Source: an optimization exercise on an open RTL-to-GDS flow (aim: small area, a short achievable clock period and few clock cycles). Production flows keep margins and buffers that such runs may drop.
The RTL was checked by simulation tests, not by an equivalence proof against the original design.

// fp_unit_new
module fp_unit_new(
    input clk,
    input nreset,
    input input_ready,
    input [31 : 0] a,
    input [31 : 0] b,
    input [2 : 0] round_mode,
    input [1 : 0] op,  
    output [31 : 0] z,
    output reg done,
    output busy,
    output reg dz,  
    output reg of,  
    output reg uf,  
    output reg nx,  
    output reg nv  
);
For scale: ~4900 cells after synthesis, ~150 flip-flops, ~110 I/O pins.
Settings: LEC_CHECK=0, ABC_AREA=1, CAP_MARGIN=20, CORE_MARGIN=2, CORE_UTILIZATION=40, SETUP_SLACK_MARGIN=5, SLEW_MARGIN=20; clock period 10.0 ns.
run.sh (not shown) runs the stock make flow with config.mk's settings and CLKGATE_MAP_FILE= SYNTH_SCRIPT=/design/flow/synth_recipe.tcl, a recipe that flattens the netlist after the stock synthesis.
Testbench counts at the start, summed over its fixed seeds: cycles 39,773.
Then changed:
--- a/flow/design.v
+++ b/flow/design.v
@@ -65,12 +65,15 @@
                    else if (bz) ek_in = az ? EK_NANNV : EK_DZ;
             2'b10: if (amax && bmax && (sa ^ sb)) ek_in = EK_NANNV;
             2'b11: if (sa) ek_in = EK_NANNV;
         endcase
     end
     wire par = a[23] || !ha;        
+    wire [3:0] sqn = par ? {3'b000, ma[23]} : ma[23:20];
+    wire [1:0] sqd = (sqn >= 4'd9) ? 2'd3 : (sqn >= 4'd4) ? 2'd2 : (sqn != 4'd0) ? 2'd1 : 2'd0;
+    wire [3:0] sqr = sqn - {sqd[1] & sqd[0], sqd[1] & ~sqd[0], 1'b0, sqd[0]};  
     wire swp_in = (eb > ea);
     wire both_low = (ea[7:1] == 7'd0) && (eb[7:1] == 7'd0);
     wire [7:0] dexp_in = both_low ? 8'd0 : (swp_in ? eb - ea : ea - eb);
     wire [7:0] xa = E[7:0], xb = EB;
     wire xha = |xa, xhb = |xb;
     wire [7:0] xa1 = xha ? xa : 8'd1;
@@ -244,18 +247,18 @@
                             swp <= swp_in;
                             CNT <= dexp_in;
                             Q <= 28'd0;
                         end
                         default: begin
                             st[I_SQRT] <= 1'b1;
-                            R <= par ? {29'd0, ma[23]} : {26'd0, ma[23:20]};
-                            D <= par ? {ma[22:0], 5'b0} : {ma[19:0], 8'b0};
-                            Q <= 28'd0;
+                            R <= {23'd0, sqr[2:0], par ? ma[22:19] : ma[19:16]};
+                            D <= par ? {ma[18:0], 9'b0} : {ma[15:0], 12'b0};
+                            Q <= {26'd0, sqd};
                             S <= 1'b0;
                             sqp <= par;
-                            CNT <= par ? 8'd13 : 8'd12;
+                            CNT <= par ? 8'd12 : 8'd11;
                         end
                     endcase
                 end
             end else if (early) begin
                 st <= {NS{1'b0}};
                 busy_r <= 1'b0;
After rerunning: Sequential share of layout area drops by 0.51 points. Global-route usage climbs by 0.61 points. Non-clock buffer count climbs by 75. Design area climbs by 4.2%.
Testbench counts after the change, summed over its fixed seeds: cycles 38,954.

fp_unit_new again, from the RTL that the note above started with.
make LEC_CHECK=0 ABC_AREA=1 CAP_MARGIN=20 CORE_MARGIN=2 CORE_UTILIZATION=50 SETUP_SLACK_MARGIN=5 SLEW_MARGIN=20 finish   # period 10.0 ns
The baseline went through all stages and came out clean.
Testbench counts at the start, summed over its fixed seeds: cycles 39,773.
Next try:
--- a/flow/design.v
+++ b/flow/design.v
@@ -63,16 +63,19 @@
             2'b00: if (az || bz) ek_in = (amax || bmax) ? EK_NANNV : EK_ZERO;
             2'b01: if (amax && bmax) ek_in = EK_NANNV;
                    else if (bz) ek_in = az ? EK_NANNV : EK_DZ;
             2'b10: if (amax && bmax && (sa ^ sb)) ek_in = EK_NANNV;
             2'b11: if (sa) ek_in = EK_NANNV;
         endcase
     end
     wire par = a[23] || !ha;        
+    wire [3:0] sqn = par ? {3'b000, ma[23]} : ma[23:20];
+    wire [1:0] sqd = (sqn >= 4'd9) ? 2'd3 : (sqn >= 4'd4) ? 2'd2 : (sqn != 4'd0) ? 2'd1 : 2'd0;
+    wire [3:0] sqr = sqn - {sqd[1] & sqd[0], sqd[1] & ~sqd[0], 1'b0, sqd[0]};  
     wire swp_in = (eb > ea);
     wire both_low = (ea[7:1] == 7'd0) && (eb[7:1] == 7'd0);
     wire [7:0] dexp_in = both_low ? 8'd0 : (swp_in ? eb - ea : ea - eb);
     wire [7:0] xa = E[7:0], xb = EB;
     wire xha = |xa, xhb = |xb;
     wire [7:0] xa1 = xha ? xa : 8'd1;
     wire [7:0] xb1 = xhb ? xb : 8'd1;
     wire xswp = (xb > xa);
@@ -242,22 +245,22 @@
                             D <= {2'b0, swp_in ? ma : mb, 2'b0};
                             S <= swp_in ? sb : sa;
                             swp <= swp_in;
                             CNT <= dexp_in;
                             Q <= 28'd0;
                         end
                         default: begin
                             st[I_SQRT] <= 1'b1;
-                            R <= par ? {29'd0, ma[23]} : {26'd0, ma[23:20]};
-                            D <= par ? {ma[22:0], 5'b0} : {ma[19:0], 8'b0};
-                            Q <= 28'd0;
+                            R <= {23'd0, sqr[2:0], par ? ma[22:19] : ma[19:16]};
+                            D <= par ? {ma[18:0], 9'b0} : {ma[15:0], 12'b0};
+                            Q <= {26'd0, sqd};
                             S <= 1'b0;
                             sqp <= par;
-                            CNT <= par ? 8'd13 : 8'd12;
+                            CNT <= par ? 8'd12 : 8'd11;
                         end
                     endcase
                 end
             end else if (early) begin
                 st <= {NS{1'b0}};
                 busy_r <= 1'b0;
                 done <= 1'b1;
                 case (ek)
What happened: Core utilization came out higher by 1.5 points; clock-buffer cell count came out lower by 2; wire length came out higher by 2.5%; design area came out higher by 2.3%; global-route usage came out higher by 1.4 points; via count came out higher by 2.8%; fmax came out lower by 0.61%; sequential share of layout area came out lower by 0.30 points.
Testbench counts after the change, summed over its fixed seeds: cycles 38,954.

separate check: timing with driven ports:
The results above use ideal ports. As a check the final layouts listed here were re-extracted and re-timed, cells and wires unchanged.
Step 1: set_driving_cell puts a clkbuf_16 on clk and a buf_2 on each other input, an assumption about the parent block.
Step 2 times the ports against the registers' clock, not the clock port: input delays grow and output delays shrink by t, the midpoint of the rising clock arrivals with the driver on.
a / b / c = ideal / step 1 / step 2; a / b = the first two.
| run | t (ns) | slack for setup (ns) | cell pins on the clock port's net |
|---|---|---|---|
| the first run of note 1 | 0.560 | 4.981 / 4.981 / 4.623 | 1 |
| the second run of note 1 | 0.561 | 4.880 / 4.880 / 4.468 | 1 |
| the first run of note 2 | 0.556 | 4.964 / 5.011 / 4.455 | 1 |
| the second run of note 2 | 0.560 | 4.933 / 4.933 / 4.585 | 1 |
After both steps setup and hold are still met in every run listed. The setup slack of the first run of note 2, which loses most, moves by +0.047 ns with the drivers and by -0.509 ns with both steps.
